What follows belongs to an exercise in optimizing a design on an open flow for small area; a production flow would make more cautious choices.
The RTL was checked by simulation tests, not by an equivalence proof against the original design.
Power figures rest on the tool's default switching activity, not on a simulated workload.

## flow/design.v (module list and top-level ports; edited modules follow where they fit)
// module csa_fa: 4 lines
// module csa_ha: 4 lines
// module rca: 8 lines
// module seg_dec: 15 lines
// module pid_mac: 445 lines
// module pid: 288 lines
module pid (
	input clk,
	input res,
	input c_active,
	input kp_active,
	input ki_active,
	input kd_active,
	input inc_up,
	input inc_dn,
	input motor_rot_pulse,
	output disp_rs,
	output disp_rw,
	output disp_en,
	output display_on,
	output [7:0]disp_data,
	output [6:0]seg7_k,
	output [6:0]seg7_eq,
	output [6:0]seg7_thousands,
	output [6:0]seg7_hundreds,
	output [6:0]seg7_tens,
	output [6:0]seg7_ones,
	output velocity_command_pulse,
	output [15:0]command_speed_out
);
  // ...
==> flow/run.sh <==
#!/bin/bash
# synth_recipe.tcl (not shown) runs the flow's synth.tcl, then flattens the netlist and writes it again
# the make line also repeats each setting of config.mk as NAME=value (left out here)
make -C /OpenROAD-flow-scripts/flow DESIGN_CONFIG=/design/flow/config.mk WORK_HOME=/design/flow/orfs CLKGATE_MAP_FILE= SYNTH_SCRIPT=/design/flow/synth_recipe.tcl finish
==> flow/config.mk <==
export PLATFORM = sky130hd
export DESIGN_NAME = pid
export DESIGN_NICKNAME = pid
export VERILOG_FILES = /design/flow/design.v
export SDC_FILE = /design/flow/constraint.sdc
export NUM_CORES = 4
export LEC_CHECK = 0
export CAP_MARGIN = 20
export CORE_MARGIN = 2
export CORE_UTILIZATION = 40
export SLEW_MARGIN = 20
export SYNTH_HIERARCHICAL = 1
==> flow/constraint.sdc <==
create_clock -name core_clock -period 60.0 [get_ports {clk}]
set_input_delay 12.0000 -clock core_clock [delete_from_list [all_inputs] [get_ports {clk}]]
set_output_delay 12.0000 -clock core_clock [all_outputs]
set_load 0.01 [all_outputs]
==> reports/metrics.csv, run 1 <==
stage,metric,value,unit
sta,relSlewSlack,0.2775,
yosys,yosysMostFrequentCell,nand2_1,
cells_and_area,postLayoutCellArea,39520,sq um
die,taps,1186,
sta,grt_setup_unrepaired,no,
power_and_ir_drop,leakage,13.24,nW
sta,tightestPinTransition,1.080,ns
power_and_ir_drop,p_comb,0.0399,mW
clock_network,cts_sinks,295,
setup_path,r2r-end,cmd[15],
yosys,syn-cell-area,36900,sq um
cells_and_area,syn_to_final_growth,7.096,%
setup_path,critPathCapture,cmd[15],
yosys,yosys_warnings,8,
global_route,grt_max_degree,93,
placed_design,dp.cells,5266,
worst_hold_path,min_from,pr[0],
drt,first_pass_iters,6,
setup_path,r2r-start,kp_d[0],
clock_network,cts_tree,yes,
sta,slew_violations,0,
drt,via_per_inst,5.547,
outcome,status,timing/DRC/antenna clean,
sta,fin_crit,48.11,ns
power_and_ir_drop,powerClk,0.233,mW
sta,finClkSkew,0.02765,ns
power_and_ir_drop,p_int,0.3592,mW
yosys,synth.area.top_cells,"fa_1 26%, dfxtp_1 16%, ha_1 8.7%",
global_route,grt_util_met3,0.02987,
clock_network,cts-htree-levels,2,
setup_path,crit_slowest_cell,a211oi_2,
sta,max_freq,20.79,MHz
==> module pid, before the edit <==
module pid (
	input clk,
	input res,
	input c_active,
	input kp_active,
	input ki_active,
	input kd_active,
	input inc_up,
	input inc_dn,
	input motor_rot_pulse,
	output disp_rs,
	output disp_rw,
	output disp_en,
	output display_on,
	output [7:0]disp_data,
	output [6:0]seg7_k,
	output [6:0]seg7_eq,
	output [6:0]seg7_thousands,
	output [6:0]seg7_hundreds,
	output [6:0]seg7_tens,
	output [6:0]seg7_ones,
	output velocity_command_pulse,
	output [15:0]command_speed_out
);
  function [4:0] bcd_step(input [3:0] d, input up);
    begin
      if (up) bcd_step = (d == 4'd9) ? {1'b1, 4'd0} : {1'b0, d + 4'd1};
      else    bcd_step = (d == 4'd0) ? {1'b1, 4'd9} : {1'b0, d - 4'd1};
    end
  endfunction
  reg [4:0] ui_cnt;
  wire ui_tick = (ui_cnt == 5'd15);
  reg [2:0] lc;
  reg lp;
  wire lcd_tick = lc[2] & ~lp;
  reg [9:0] lrc;
  reg lrp;
  reg [7:0] win;
  wire win_end = (win == 8'd0) & (lc == 3'd0) & ~lp;
  reg [13:0] pq;
  reg [2:0] pr;
  wire pq_end = pq[13] & pq[10] & pq[9] & pq[8] & pq[4];
  always @(posedge clk) begin
    if (!res) begin
      ui_cnt <= 5'd0;
      lc <= 3'd0; lp <= 1'b0;
      lrc <= 10'd0; lrp <= 1'b0;
      win <= 8'd0;
      pq <= 14'd0; pr <= 3'd0;
    end else begin
      ui_cnt <= ui_cnt + 5'd1;
      if (lc[2]) begin lc <= 3'd0; lp <= ~lp; end
      else lc <= lc + 3'd1;
      if (lrc == 10'd0) begin lrc <= 10'd1000; lrp <= ~lrp; end
      else lrc <= lrc - 10'd1;
      if (lc[2] & lp) win <= (win == 8'd199) ? 8'd0 : win + 8'd1;
      if (pq_end) begin pq <= 14'd0; pr <= 3'd0; end
      else if (pr[2]) begin pr <= 3'd0; pq <= pq + 14'd1; end
      else pr <= pr + 3'd1;
    end
  end
  reg [3:0] act;                   
  reg [15:0] ucs;                  
  reg [11:0] kp, ki, kd;           
  reg [13:0] ucs_b;                
  wire up = ~inc_up & inc_dn;
  wire dn = inc_up & ~inc_dn;
  wire selc = (act == 4'b1000);
  wire selp = (act == 4'b0100);
  wire seli = (act == 4'b0010);
  wire seld = (act == 4'b0001);
  wire step = ui_tick & (up | dn);
  wire [11:0] ksel = selp ? kp : seli ? ki : kd;
  wire [4:0] k0 = bcd_step(ksel[3:0], up);
  wire [4:0] k1 = bcd_step(ksel[7:4], up);
  wire [4:0] k2 = bcd_step(ksel[11:8], up);
  wire [11:0] knext = {k0[4] & k1[4] ? k2[3:0] : ksel[11:8],
                       k0[4] ? k1[3:0] : ksel[7:4], k0[3:0]};
  wire [4:0] u0 = bcd_step(ucs[3:0], up);
  wire [4:0] u1 = bcd_step(ucs[7:4], up);
  wire [4:0] u2 = bcd_step(ucs[11:8], up);
  wire [4:0] u3 = bcd_step(ucs[15:12], up);
  wire [15:0] unext = {u0[4] & u1[4] & u2[4] ? u3[3:0] : ucs[15:12],
                       u0[4] & u1[4] ? u2[3:0] : ucs[11:8],
                       u0[4] ? u1[3:0] : ucs[7:4], u0[3:0]};
  wire [13:0] ucs_bn = up ? ((ucs_b == 14'd9999) ? 14'd0 : ucs_b + 14'd1)
                          : ((ucs_b == 14'd0) ? 14'd9999 : ucs_b - 14'd1);
  reg [11:0] kold;
  reg [1:0] ktag;                  
  reg pend;
  reg pend_up;
  reg [1:0] pend_sel;              
  reg [9:0] kp_d, ki_d, kd_d;      
  wire [9:0] kb = (pend_sel == 2'd1) ? kp_d : (pend_sel == 2'd2) ? ki_d : kd_d;
  wire [9:0] kbn = pend_up ? ((kb == 10'd999) ? 10'd0 : kb + 10'd1)
                           : ((kb == 10'd0) ? 10'd999 : kb - 10'd1);
  always @(posedge clk) begin
    if (!res) begin
      act <= 4'd0;
      ucs <= 16'h1000; ucs_b <= 14'd1000;
      kp <= 12'd0; ki <= 12'd0; kd <= 12'd0;
      kold <= 12'd0; ktag <= 2'd0;
      pend <= 1'b0; pend_up <= 1'b0; pend_sel <= 2'd0;
      kp_d <= 10'd0; ki_d <= 10'd0; kd_d <= 10'd0;
    end else begin
      pend <= 1'b0;
      if (ui_tick) begin
        act <= {c_active, kp_active, ki_active, kd_active};
        ktag <= 2'd0;
        if (step & selc) begin ucs <= unext; ucs_b <= ucs_bn; end
        if (step & (selp | seli | seld)) begin
          kold <= ksel;
          ktag <= selp ? 2'd1 : seli ? 2'd2 : 2'd3;
          pend <= 1'b1; pend_up <= up;
          pend_sel <= selp ? 2'd1 : seli ? 2'd2 : 2'd3;
        end
        if (step & selp) kp <= knext;
        if (step & seli) ki <= knext;
        if (step & seld) kd <= knext;
      end
      if (pend) begin
        if (pend_sel == 2'd1) kp_d <= kbn;
        if (pend_sel == 2'd2) ki_d <= kbn;
        if (pend_sel == 2'd3) kd_d <= kbn;
      end
    end
  end
  reg last_pulse;
  reg [9:0] pcq;                   
  reg [9:0] fb;                    
  always @(posedge clk) begin
    last_pulse <= motor_rot_pulse;
    if (!res) begin
      pcq <= 10'd0; fb <= 10'd0;
    end else if (win_end) begin
      fb <= pcq; pcq <= 10'd0;
    end else if (~last_pulse & motor_rot_pulse)
      pcq <= pcq + 10'd1;
  end
  reg [14:0] e0, d1, d2;           
  reg [15:0] cmd, prv;
  wire [14:0] e0n, d1n, d2n;
  rca #(15) sub_e (.a({1'b0, ucs_b}), .b(~{5'd0, fb}), .ci(1'b1), .s(e0n));
  rca #(15) sub_1 (.a(e0n), .b(~e0), .ci(1'b1), .s(d1n));
  rca #(15) sub_2 (.a(d1n), .b(~d1), .ci(1'b1), .s(d2n));
  wire [26:0] sacc;                
  pid_mac mac (.kp(kp_d), .ki(ki_d), .kd(kd_d), .d1(d1), .e0(e0), .d2(d2), .s(sacc));
  wire sgn = sacc[26];
  wire [25:0] am = sacc[25:0] ^ {26{sgn}};
  reg [12:0] quo;
  reg [10:0] rr;
  reg [10:0] rd;
  reg bw;
  integer i, j;
  localparam [10:0] D625 = 11'd625;
  always @(*) begin
    rr = 11'd0;
    quo = 13'd0;
    for (i = 21; i >= 0; i = i - 1) begin
      rr = {rr[9:0], am[i + 4]};
      bw = 1'b0;
      for (j = 0; j < 11; j = j + 1) begin
        rd[j] = rr[j] ^ D625[j] ^ bw;
        bw = D625[j] ? (~rr[j] | bw) : (~rr[j] & bw);
      end
      if (!bw) rr = rd;
      if (i < 13) quo[i] = ~bw;
    end
  end
  wire bump = (rr[9:0] == 10'd624) & (&am[3:0]);
  wire [15:0] cmdn;
  rca #(16) add_c (.a(prv), .b({{3{sgn}}, quo ^ {13{sgn}}}), .ci(sgn & ~bump), .s(cmdn));
  always @(posedge clk) begin
    if (!res) begin
      e0 <= 15'd0; d1 <= 15'd0; d2 <= 15'd0;
      cmd <= 16'd0; prv <= 16'd0;
    end else begin
      e0 <= e0n; d1 <= d1n; d2 <= d2n;
      prv <= cmd;
      cmd <= cmdn;
    end
  end
  assign command_speed_out = cmd;
  assign velocity_command_pulse = ({2'b00, pq} < cmd);
  wire anysel = selc | selp | seli | seld;
  wire [15:0] dsel = selc ? ucs : {4'd0, selp ? kp : seli ? ki : kd};
  wire [6:0] s3, s2, s1, s0;
  seg_dec dec3 (dsel[15:12], s3);
  seg_dec dec2 (dsel[11:8], s2);
  seg_dec dec1 (dsel[7:4], s1);
  seg_dec dec0 (dsel[3:0], s0);
  assign seg7_thousands = anysel ? s3 : 7'b1111111;
  assign seg7_hundreds  = anysel ? s2 : 7'b1111111;
  assign seg7_tens      = anysel ? s1 : 7'b1111111;
  assign seg7_ones      = anysel ? s0 : 7'b1111111;
  assign seg7_k  = selc ? 7'b0110001 : selp ? 7'b0011000 : seli ? 7'b1111001 :
                   seld ? 7'b1000010 : 7'b1111111;
  assign seg7_eq = anysel ? 7'b1110110 : 7'b1111111;
  reg [5:0] idx;
  reg [1:0] st;                    
  always @(posedge clk) begin
    if (!res || !lrp) begin
      idx <= 6'd0; st <= 2'd0;
    end else if (lcd_tick) begin
      case (st)
        2'd0: begin idx <= 6'd0; st <= 2'd1; end
        2'd1: st <= (idx[5] & idx[2] & idx[0]) ? 2'd3 : 2'd2;
        2'd2: begin idx <= idx + 6'd1; st <= 2'd1; end
        default: st <= 2'd3;
      endcase
    end
  end
  assign disp_en = (st == 2'd2);
  assign disp_rw = 1'b0;
  assign display_on = 1'b1;
  reg [15:0] vcmd;
  reg [9:0] vfb;
  always @(posedge clk) begin
    if (!res) begin
      vcmd <= 16'd0; vfb <= 10'd0;
    end else if (ui_tick) begin
      vcmd <= cmd; vfb <= fb;
    end
  end
  wire vsel_fb = idx[5];           
  wire vneg = ~vsel_fb & vcmd[15];
  wire [15:0] vval = vsel_fb ? {6'd0, vfb} : vcmd;
  wire [15:0] vmag = vneg ? (~vval + 16'd1) : vval;
  reg [35:0] z;
  integer bi;
  always @(*) begin
    z = {20'd0, vmag};
    for (bi = 0; bi < 16; bi = bi + 1) begin
      if (z[19:16] > 4'd4) z[19:16] = z[19:16] + 4'd3;
      if (z[23:20] > 4'd4) z[23:20] = z[23:20] + 4'd3;
      if (z[27:24] > 4'd4) z[27:24] = z[27:24] + 4'd3;
      if (z[31:28] > 4'd4) z[31:28] = z[31:28] + 4'd3;
      z = z << 1;
    end
  end
  wire [3:0] thou4 = {z[32], 3'b000} + {1'b0, z[33:32], 1'b0} + z[31:28];  
  wire [3:0] vdig = (idx == 6'd15 || idx == 6'd32) ? thou4 :
                    (idx == 6'd16 || idx == 6'd33) ? z[27:24] :
                    (idx == 6'd17 || idx == 6'd34) ? z[23:20] : z[19:16];
  wire [3:0] vdig_s = vneg ? (4'd0 - vdig) : vdig;
  wire [7:0] vchar = (vdig_s <= 4'd9) ? {4'h3, vdig_s} : 8'd3;
  wire [11:0] kpl = (ktag == 2'd1) ? kold : kp;
  wire [11:0] kil = (ktag == 2'd2) ? kold : ki;
  wire [11:0] kdl = (ktag == 2'd3) ? kold : kd;
  reg [8:0] lcd_out;
  always @(*) begin
    case (idx)
      6'd0: lcd_out = {1'b0, 8'b0011_1000};
      6'd1: lcd_out = {1'b0, 8'b0000_0110};
      6'd2: lcd_out = {1'b0, 8'b0000_0001};
      6'd3: lcd_out = {1'b1, "K"};
      6'd4: lcd_out = {1'b1, "p"};
      6'd5: lcd_out = {1'b1, " "};
      6'd6: lcd_out = {1'b1, " "};
      6'd7: lcd_out = {1'b1, "K"};
      6'd8: lcd_out = {1'b1, "i"};
      6'd9: lcd_out = {1'b1, " "};
      6'd10: lcd_out = {1'b1, " "};
      6'd11: lcd_out = {1'b1, "K"};
      6'd12: lcd_out = {1'b1, "d"};
      6'd13: lcd_out = {1'b1, " "};
      6'd14: lcd_out = {1'b1, " "};
      6'd15, 6'd16, 6'd17, 6'd18: lcd_out = {1'b1, vchar};
      6'd19: lcd_out = {1'b0, 8'b1100_0000};
      6'd20: lcd_out = {1'b1, 4'h3, kpl[11:8]};
      6'd21: lcd_out = {1'b1, 4'h3, kpl[7:4]};
      6'd22: lcd_out = {1'b1, 4'h3, kpl[3:0]};
      6'd23: lcd_out = {1'b1, " "};
      6'd24: lcd_out = {1'b1, 4'h3, kil[11:8]};
      6'd25: lcd_out = {1'b1, 4'h3, kil[7:4]};
      6'd26: lcd_out = {1'b1, 4'h3, kil[3:0]};
      6'd27: lcd_out = {1'b1, " "};
      6'd28: lcd_out = {1'b1, 4'h3, kdl[11:8]};
      6'd29: lcd_out = {1'b1, 4'h3, kdl[7:4]};
      6'd30: lcd_out = {1'b1, 4'h3, kdl[3:0]};
      6'd31: lcd_out = {1'b1, " "};
      6'd32, 6'd33, 6'd34, 6'd35: lcd_out = {1'b1, vchar};
      default: lcd_out = {1'b0, 8'b1000_0000};
    endcase
  end
  assign disp_rs = lcd_out[8];
  assign disp_data = lcd_out[7:0];
endmodule
==> run 2: changes to the inputs <==
--- a/flow/design.v
+++ b/flow/design.v
@@ -625,8 +625,8 @@
   wire [25:0] am = sacc[25:0] ^ {26{sgn}};
   reg [12:0] quo;
   reg [10:0] rr;
-  reg [10:0] rd;
-  reg bw;
+  reg [11:0] bw;
+  reg ge;
   integer i, j;
   localparam [10:0] D625 = 11'd625;
   always @(*) begin
@@ -634,13 +634,13 @@
     quo = 13'd0;
     for (i = 21; i >= 0; i = i - 1) begin
       rr = {rr[9:0], am[i + 4]};
-      bw = 1'b0;
-      for (j = 0; j < 11; j = j + 1) begin
-        rd[j] = rr[j] ^ D625[j] ^ bw;
-        bw = D625[j] ? (~rr[j] | bw) : (~rr[j] & bw);
-      end
-      if (!bw) rr = rd;
-      if (i < 13) quo[i] = ~bw;
+      bw[0] = 1'b0;
+      for (j = 0; j < 11; j = j + 1)
+        bw[j+1] = D625[j] ? (~rr[j] | bw[j]) : (~rr[j] & bw[j]);
+      ge = ~bw[11];
+      for (j = 0; j < 11; j = j + 1)
+        rr[j] = rr[j] ^ (ge & (D625[j] ^ bw[j]));
+      if (i < 13) quo[i] = ge;
     end
   end
   wire bump = (rr[9:0] == 10'd624) & (&am[3:0]);
@@ -701,16 +701,24 @@
   wire vsel_fb = idx[5];           
   wire vneg = ~vsel_fb & vcmd[15];
   wire [15:0] vval = vsel_fb ? {6'd0, vfb} : vcmd;
-  wire [15:0] vmag = vneg ? (~vval + 16'd1) : vval;
+  wire [15:0] vmag = (vval ^ {16{vneg}}) + {15'd0, vneg};
+  function [3:0] add3(input [3:0] d);
+    begin
+      add3[3] = d[3] | (d[2] & (d[1] | d[0]));
+      add3[2] = (d[2] & ~d[1] & ~d[0]) | (d[3] & d[0]);
+      add3[1] = (~d[2] & d[1]) | (d[1] & d[0]) | (d[3] & ~d[0]);
+      add3[0] = (~d[3] & ~d[2] & d[0]) | (d[2] & d[1] & ~d[0]) | (d[3] & ~d[0]);
+    end
+  endfunction
   reg [35:0] z;
   integer bi;
   always @(*) begin
     z = {20'd0, vmag};
     for (bi = 0; bi < 16; bi = bi + 1) begin
-      if (z[19:16] > 4'd4) z[19:16] = z[19:16] + 4'd3;
-      if (z[23:20] > 4'd4) z[23:20] = z[23:20] + 4'd3;
-      if (z[27:24] > 4'd4) z[27:24] = z[27:24] + 4'd3;
-      if (z[31:28] > 4'd4) z[31:28] = z[31:28] + 4'd3;
+      z[19:16] = add3(z[19:16]);
+      z[23:20] = add3(z[23:20]);
+      z[27:24] = add3(z[27:24]);
+      z[31:28] = add3(z[31:28]);
       z = z << 1;
     end
   end
--- a/flow/config.mk
+++ b/flow/config.mk
@@ -5,6 +5,8 @@
 export SDC_FILE = /design/flow/constraint.sdc
 export NUM_CORES = 4
 export LEC_CHECK = 0
+export ABC_AREA = 1
+export ABC_CLOCK_PERIOD_IN_PS = 60000
 export CAP_MARGIN = 20
 export CORE_MARGIN = 2
 export CORE_UTILIZATION = 40
==> run 2 against run 1 <==
Via count down 6.4%. Cell count is 2.9% higher. Area after synthesis decreased by 11%. Combinational power increased by 77%. Critical path type unchanged.
==> reports/metrics.csv, run 2 <==
stage,metric,value,unit,change
yosys,synth_seq_cells,295,,
die,ios,80,,
setup_path,slowest_delay,0.99,ns,
drt,via_per_inst,5.050,,-9.0%
setup_path,crit_type,reg2reg,,
cells_and_area,seqCellArea,5906,sq um,
cells_and_area,syn_to_final_growth,8.095,%,
outcome,status,timing/DRC/antenna clean,,
clock_network,clk_pin_slew,0.06,ns,
setup_path,critPathArrivalTime,34.71,ns,
sta,relSlewSlack,0.2847,,+0.007186
cells_and_area,multiInputGateArea,23200,sq um,
die,initial_core_util,0.4021,,
clock_network,postCtsSetupBuffers,0,,
yosys,synth.distinct_cells,65,,
placed_design,gp_congestion,0.9330,,
yosys,ys_seq_area_frac,0.1797,,
sta,slew_violations,0,,unchanged
yosys,synthTopCellsByCount,"1068 x nand2_1, 737 x inv_1, 485 x fa_1",,
die,rows,105,,
setup_path,crit_slowest_cell,dfxtp_1,,
die,die_h,290.6,microns,
power_and_ir_drop,max-vdd-ir-drop,17.37,uV,
clock_network,ctsResizeCount,0,,
yosys,syn_area_per_cell,7.477,sq um,
clock_network,holdBufCountCts,0,,
die,dieArea,84460,sq um,
setup_path,end_kind,register,,
drt,vias,27690,,
clock_network,clock_path_buffers,3,,
cells_and_area,n_antenna_cell,0,,
clock_network,clock-root-buffer,clkbuf_16,,
clock_network,cts-htree-levels,2,,unchanged
clock_network,clk_latency,0.56,ns,
flow_run,max-cap-violations,0,,
yosys,synth_top_area_frac,0.2955,,
yosys,synth_edf_count,0,,
global_route,grt_usage,0.2139,,
setup_path,critPathMaxFanout,38,,
power_and_ir_drop,power,0.5469,mW,
clock_network,cts_sinks,295,,unchanged
yosys,yosysMostFrequentCell,nand2_1,,
yosys,synth_flop_cell,dfxtp_1,,
sta,finalCritPeriodShare,0.5703,,
cells_and_area,num-fill-cells,8279,,
drt,routed_wl,90.45,mm,
yosys,syn_inst,4395,,
cells_and_area,nets,4963,,
setup_path,cpMostUsedCell,fa_1,,
die,coreArea,81720,sq um,
power_and_ir_drop,powerDensity,15.40,nW/um^2,
setup_path,r2r_slack,25.78,ns,
yosys,synth_async_sr_flop_share,0,,
global_route,grt-ovfl-total,0,,
setup_path,crit_required,60.49,ns,
global_route,grt_pass1_wl,145.5,mm,
sta,grt_setup_unrepaired,no,,
drt,post_drt_wl_per_cell,16.50,microns,
sta,fin_crit,34.22,ns,-13.89 ns
setup_path,startpoint_type,register,,
drt,drc,0,,
global_route,antenna_found_initial,0,,
sta,max_freq,29.22,MHz,+41%
die,die_w,290.6,microns,
placed_design,place_area,34270,sq um,
cells_and_area,final_cell_mix,"1068 x nand2_1, 737 x inv_1, 484 x fa_1, 350 x nor2_1, 318 x o21ai_0",,
global_route,grt_max_degree,90,,-3.2%
sta,tightestPinTransition,1.073,ns,-0.006790 ns
cells_and_area,drive_gt1_frac,0.04509,,
drt,first_pass_iters,5,,-1
drt,ant_nets,0,,
clock_network,cts_buffers,36,,
power_and_ir_drop,leakage,14.15,nW,+6.9%
sta,hold_viol_final,0,,
yosys,synth.area.top_cells,"fa_1 30%, dfxtp_1 18%, nand2_1 12%",,
yosys,yosys_warnings,8,,unchanged
drt,drt_iter0_markers,2090,,
worst_hold_path,hold_path.class,reg2reg,,
sta,setup_violations,0,,
yosys,synth_area_leader_cell,fa_1,,
placed_design,port-buffer-count,72,,
clock_network,cts_tree,yes,,
cells_and_area,postLayoutCellArea,35520,sq um,-10%
cells_and_area,mostFrequentLayoutCell,nand2_1,,
sta,finClkSkew,0.02747,ns,-0.0001828 ns
sta,fin_hold_ws,0.4279,ns,
sta,fin_tns_setup,0,ns,
placed_design,hpwl,70.59,mm,
global_route,grt_pass1_vias,27140,,
yosys,syn-cell-area,32860,sq um,-11%
==> run 2: changes by cell type after synthesis, sizes merged, moves of 80 or more <==
cell   previous run  this run
and2            125         2
ha              258        83
inv             239       752
mux2             87         0
mux2i           145         0
nand2           677      1100
nand3            66       146
o21ai           126       324
==> run 2: final cells by class <==
cell class	instances	share of cell area
repair buffers	108	0.02783
multi-input cells	3189	0.6531
inverters	756	0.07989
flip-flops and latches	295	0.1663
clock inverters	14	0.005460
clock buffers	51	0.02980
well taps	1070	0.03769
==> run 2: final timing paths <==
kind | startpoint | to | depth (start not counted)
worst min-delay path | pr[0] | pr[0] | 1
worst min register to register | pr[0] | pr[0] | 1
worst max-delay path | kd_d[2] | cmd[15] | 166
worst max register to register | kd_d[2] | cmd[15] | 166
==> run 2: cell families (layout without fill, tap and decap cells) <==
kind of cell,count (synthesis),count (layout),synth area share
AND/OR/NAND/NOR,1737,1737,0.2183
AO/OA/AOI/OAI,737,737,0.1231
XOR/XNOR,131,131,0.03537
buffers and inverters,925,929,0.1162
flip-flops,295,295,0.1797
other,2,16,0.0002285
adder cells (fa/ha/maj),568,568,0.3271
==> run 2: worst max-delay path: cells and delay by family, from the launching register on <==
| family | cells | cell delay (ns) |
|---|---|---|
| and+or+nand+nor | 96 | 11.36 |
| DFF | 1 | 0.99 |
| adders and majority gates | 56 | 20.25 |
| xor gates and xnor gates | 1 | 0.15 |
| buffers and inverters | 12 | 1.18 |
| AOI/OAI and AO/OA | 1 | 0.12 |
==> run 2: modules after synthesis, one instance, submodules excluded, excerpt <==
module | flops+latches | area (sq um)
csa_fa | 0 | 20.02
csa_ha | 0 | 12.51
pid | 295 | 19830
pid_mac | 0 | 2650
seg_dec | 0 | 163.9
==> run 2: routing by layer <==
metal	track usage	vias up	part of all wire
met5	0	-	0
met4	0.06331	0	0.031
met3	0.02623	165	0.053
met2	0.3562	775	0.47
met1	0.2915	13170	0.45
li1	-	13580	-
==> run 2: stage by stage <==
stage	utilization	setup WS, ns	std cells
finish	0.4347	25.78	5483
global placement	0.4193	26.54	5418
detailed placement	0.4194	25.85	5418
global route	0.4347	23.09	5483
CTS	0.4347	25.85	5483
floorplan	-	29.08	4409
==> run 2: where the power goes <==
group | switching, mW | internal, mW
clock | 0.0904 | 0.141
combinational | 0.0439 | 0.0267
sequential | 0.0355 | 0.209
total | 0.170 | 0.377
==> run 3: changes to the inputs <==
==> flow/flow/run.sh (new file) <==
#!/bin/bash
# Layout flow: the standard synthesis, then the combinational logic of the
# synthesized netlist is re-mapped by ABC for area (registers, full/half adders and
# tie cells are kept as they are), then the standard layout from the netlist on.
set -euo pipefail
HERE=$(pwd)
RES=$HERE/orfs/results/$FLOW_PLATFORM/pid/base
LIB=$FLOW_HOME/platforms/$FLOW_PLATFORM/lib/sky130_fd_sc_hd__tt_025C_1v80.lib

# 1. standard synthesis up to the Yosys netlist
bash standard.sh "$RES/1_2_yosys.v" > synth.log 2>&1
cp "$RES/1_2_yosys.v" "$HERE/1_2_yosys_standard.v"

# 2. area re-mapping of the combinational logic
DONT_USE=""
for c in $(sed -n '/^export DONT_USE_CELLS/,/^$/p' "$FLOW_HOME/platforms/$FLOW_PLATFORM/config.mk" | grep -o 'sky130_fd_sc_hd__[a-z0-9_]*'); do
  DONT_USE="$DONT_USE -dont_use $c"
done
cat > remap.abc <<'A'
strash
&get -n
&deepsyn -T 120
&put
dch -f
amap
topo
A
cat > remap.ys <<Y
read_liberty -ignore_miss_func $LIB
blackbox sky130_fd_sc_hd__dfxtp_1 sky130_fd_sc_hd__fa_1 sky130_fd_sc_hd__ha_1 sky130_fd_sc_hd__conb_1
read_verilog $HERE/1_2_yosys_standard.v
hierarchy -top $FLOW_TOP
flatten
opt_clean
abc -liberty $LIB -script $HERE/remap.abc $DONT_USE
opt_clean -purge
read_liberty -lib -ignore_miss_func $LIB
splitnets
opt_clean -purge
hilomap -singleton -hicell sky130_fd_sc_hd__conb_1 HI -locell sky130_fd_sc_hd__conb_1 LO
insbuf -buf sky130_fd_sc_hd__buf_4 A X
check -assert
tee -o $HERE/remap_stat.txt stat -liberty $LIB
write_verilog -noattr -nohex -nodec $HERE/1_2_yosys_remap.v
Y
YOSYS=$FLOW_HOME/../tools/install/yosys/bin/yosys
if "$YOSYS" -s remap.ys > remap.log 2>&1 && [[ -s "$HERE/1_2_yosys_remap.v" ]]; then
  cp "$HERE/1_2_yosys_remap.v" "$RES/1_2_yosys.v"
  touch "$RES/1_2_yosys.v"
else
  echo "remap failed; keeping the standard netlist" >> remap.log
fi

# 3. standard layout from the re-mapped netlist
bash standard.sh finish > layout.log 2>&1
==> flow/standard.sh (new file) <==
#!/bin/bash
# synth_recipe.tcl (not shown) runs the flow's synth.tcl, then flattens the netlist and writes it again
# the make line also repeats each setting of config.mk as NAME=value (left out here)
make -C /OpenROAD-flow-scripts/flow DESIGN_CONFIG=/design/flow/config.mk WORK_HOME=/design/flow/orfs CLKGATE_MAP_FILE= SYNTH_SCRIPT=/design/flow/synth_recipe.tcl "${@:-finish}"
removed: flow/run.sh
==> run 3 against run 2 <==
Worst setup slack got worse by 8.3 ns. Critical path type unchanged. Global-route usage is 2.0 points higher. Register-to-register slack lost 8.3 ns. Non-clock buffer count decreased by 3. Power shrank 8.5%. Critical path depth shrank 1. Combinational power fell by 34%. Still clean on timing, DRC and antenna. Worst hold slack lost 0.00080 ns. Clock skew fell by 0.0081 ns. Count of clock-buffer cells in the layout fell by 2. Highest routed layer unchanged. Sequential power down 4%. Critical endpoint unchanged. Clock power fell by 6%.
==> reports/metrics.csv, run 3 <==
stage,metric,value,unit,change
cells_and_area,nets,4153,,-16%
drt,ant_nets,0,,unchanged
yosys,syn_inst,3444,,-22%
sta,max_freq,23.51,MHz,-20%
cells_and_area,n_antenna_cell,0,,unchanged
drt,vias,24890,,-10%
power_and_ir_drop,netSwitchingFraction,0.2902,,-0.02022
setup_path,critPathCapture,cmd[15],,
drt,via_per_inst,5.474,,+8.4%
sta,finalCritPeriodShare,0.7088,,+0.1385
power_and_ir_drop,p_int,0.3553,mW,-5.8%
die,dieArea,74710,sq um,-12%
power_and_ir_drop,p_clk_frac,0.435,,+0.012
sta,hold_viol_final,0,,unchanged
outcome,status,timing/DRC/antenna clean,,
power_and_ir_drop,p_comb_frac,0.094,,-0.035
drt,drc,0,,unchanged
drt,drt_iter0_markers,2046,,-2.1%
global_route,grt-ovfl-total,0,,unchanged
power_and_ir_drop,power_switching,0.1453,mW,-14%
global_route,grt_pass1_wl,137.5,mm,-5.5%
sta,setup_violations,0,,unchanged
clock_network,cts-htree-levels,2,,unchanged
power_and_ir_drop,seqPwrFrac,0.471,,+0.023
cells_and_area,syn_to_final_growth,11.00,%,
cells_and_area,mostFrequentLayoutCell,nand2_1,,
yosys,yosys_warnings,8,,unchanged
sta,tightestPinTransition,1.044,ns,-0.02899 ns
clock_network,clk_latency,0.56,ns,about the same
die,initial_core_util,0.4052,,+0.003084
clock_network,clock_path_buffers,3,,unchanged
clock_network,clock-root-buffer,clkbuf_16,,
clock_network,cts_tree,yes,,
cells_and_area,seqCellArea,5906,sq um,unchanged
die,coreArea,71610,sq um,-12%
cells_and_area,final_cell_mix,"594 x nand2_1, 485 x fa_1, 458 x clkinv_1, 452 x nor2_1, 295 x dfxtp_1",,
setup_path,r2r-start,kd_d[0],,
placed_design,hpwl,68.36,mm,-3.2%
clock_network,postCtsSetupBuffers,0,,unchanged
sta,finClkSkew,0.01939,ns,-0.008079 ns
clock_network,ctsResizeCount,0,,unchanged
die,die_h,273.3,microns,-5.9%
setup_path,crit_start,kd_d[0],,
flow_run,max-cap-violations,0,,unchanged
global_route,grt_max_degree,70,,-22%
drt,post_drt_wl_per_cell,18.93,microns,+15%
placed_design,pre_cts_ws,17.94,ns,-7.917 ns
sta,relSlewSlack,0.2949,,+0.01022
setup_path,critPathArrivalTime,42.94,ns,+8.23 ns
yosys,syn_area_per_cell,8.426,sq um,+13%
sta,fin_tns_setup,0,ns,unchanged
die,rows,98,,-6.7%
placed_design,port-buffer-count,72,,unchanged
global_route,antenna_found_initial,0,,unchanged
die,ios,80,,unchanged
power_and_ir_drop,leakage,9.100,nW,-36%
sta,layout_setup_ws,17.47,ns,-8.311 ns
clock_network,cts_buffers,35,,-2.8%
sta,fin_hold_ws,0.4271,ns,-0.0008040 ns
worst_hold_path,hold_path.class,reg2reg,,
setup_path,crit_slowest_cell,dfxtp_1,,
sta,slew_violations,0,,unchanged
placed_design,gp_congestion,0.9255,,-0.80%
global_route,grt_usage,0.2338,,+0.01982
global_route,grt_pass1_vias,24890,,-8.3%
setup_path,startpoint_type,register,,
cells_and_area,num-fill-cells,7110,,-14%
sta,fin_crit,42.53,ns,+8.311 ns
clock_network,clk_pin_slew,0.07,ns,about the same
setup_path,critPathMaxFanout,41,,+7.9%
setup_path,reg2regPathDepth,165,,-0.60%
clock_network,holdBufCountCts,0,,unchanged
yosys,syn-cell-area,29020,sq um,-12%
setup_path,cpMostUsedCell,fa_1,,
setup_path,slowest_delay,0.83,ns,-0.16 ns
die,die_w,273.3,microns,-5.9%
setup_path,crit_required,60.41,ns,-0.08 ns
clock_network,cts_sinks,295,,unchanged
power_and_ir_drop,max-vdd-ir-drop,18.03,uV,+3.8%
power_and_ir_drop,powerDensity,15.54,nW/um^2,+0.95%
cells_and_area,multiInputGateArea,21270,sq um,-8.3%
setup_path,end_kind,register,,
drt,first_pass_iters,5,,unchanged
drt,routed_wl,86.05,mm,-4.9%
setup_path,r2r-end,cmd[15],,
sta,grt_setup_unrepaired,no,,
cells_and_area,drive_gt1_frac,0.02391,,-0.02119
setup_path,crit_type,reg2reg,,
setup_path,r2r_slack,17.47,ns,-8.31 ns
-- run 3: how the worst min path moves through the flow --
stage | from | endpoint | slack [ns] | depth (start not counted)
3_5_place_dp | pr[0] | pr[0] | 0.42 | 1
5_1_grt | lrc[0] | lrc[0] | 0.45 | 1
4_1_cts | pr[0] | pr[0] | 0.43 | 1
2_1_floorplan | pr[0] | pr[0] | 0.40 | 1
3_3_place_gp | ui_cnt[0] | ui_cnt[0] | 0.42 | 1
6_report | pr[0] | pr[0] | 0.43 | 1
-- run 3: metrics by stage --
| step | total power [mW] | instances | utilization | cell area [sq um] |
|---|---|---|---|---|
| floorplan | 0.2600 | 3458 | - | 29070 |
| global placement | 0.2849 | 4489 | 0.4337 | 31050 |
| detailed placement | 0.2865 | 4489 | 0.4337 | 31050 |
| CTS | 0.5047 | 4547 | 0.4498 | 32210 |
| global route | 0.5213 | 4547 | 0.4498 | 32210 |
| finish | 0.5006 | 4547 | 0.4498 | 32210 |
-- run 3: power groups by stage --
stage | sequential (mW) | combinational, mW | clock (mW)
floorplan | 0.224 | 0.0361 | 0
global placement | 0.239 | 0.0459 | 0
detailed placement | 0.239 | 0.0474 | 0
CTS | 0.235 | 0.0476 | 0.222
global route | 0.237 | 0.0544 | 0.230
finish | 0.236 | 0.0468 | 0.218
-- run 3: worst max-delay path, delay by kind of cell, from the launching register on --
kind	cells	cell delay, ns
AO/OA/AOI/OAI	34	9.30
adder cells (fa/ha/maj)	46	16.97
buffers and inverters	26	4.75
flip-flops	1	0.83
AND/OR/NAND/NOR	59	10.58
-- run 3: layout make-up --
type                    count  area share
multi-input cells        2680      0.6604
flip-flops and latches    295      0.1834
inverters                 459     0.05357
well taps                 950     0.03690
clock buffers              49     0.03069
repair buffers            105     0.02991
clock inverters             9    0.005167
-- run 3: layer usage --
metal | GRT usage | wire, microns | vias up
met1 | 0.3057 | 36630 | 12000
li1 | - | - | 11880
met4 | 0.09131 | 3510 | 0
met3 | 0.03947 | 5894 | 186
met2 | 0.3865 | 40020 | 820
met5 | 0 | 0 | -

==> what the ideal ports hide <==
No port has a modelled driver above. Below, the same layouts with a new extraction and two added sets of constraints. Step 1 sets driving cells, clkbuf_16 on the clock port and buf_2 on the other inputs (assumed; they add their load-dependent delay and slew). Step 2 moves the port delays by t, midway between the first and last clock arrival at a register: inputs arrive t later, outputs are due t later. That takes back most of the time a late clock gives input paths. a / b / c = no drivers / after step 1 / after step 2; a / b = the first two.
| run | shift t [ns] | setup slack, ns | worst setup path at the end |
|---|---|---|---|
| run 1 | 0.625 | 11.892 / 11.891 / 11.891 | register to register |
| run 2 | 0.600 | 25.782 / 25.782 / 25.782 | register to register |
| run 3 | 0.615 | 17.471 / 17.471 / 17.471 | register to register |
After both steps setup and hold are still met in every run listed. The setup slack of run 1, which loses most, moves by -0.001 ns with the drivers and by -0.001 ns with both steps.
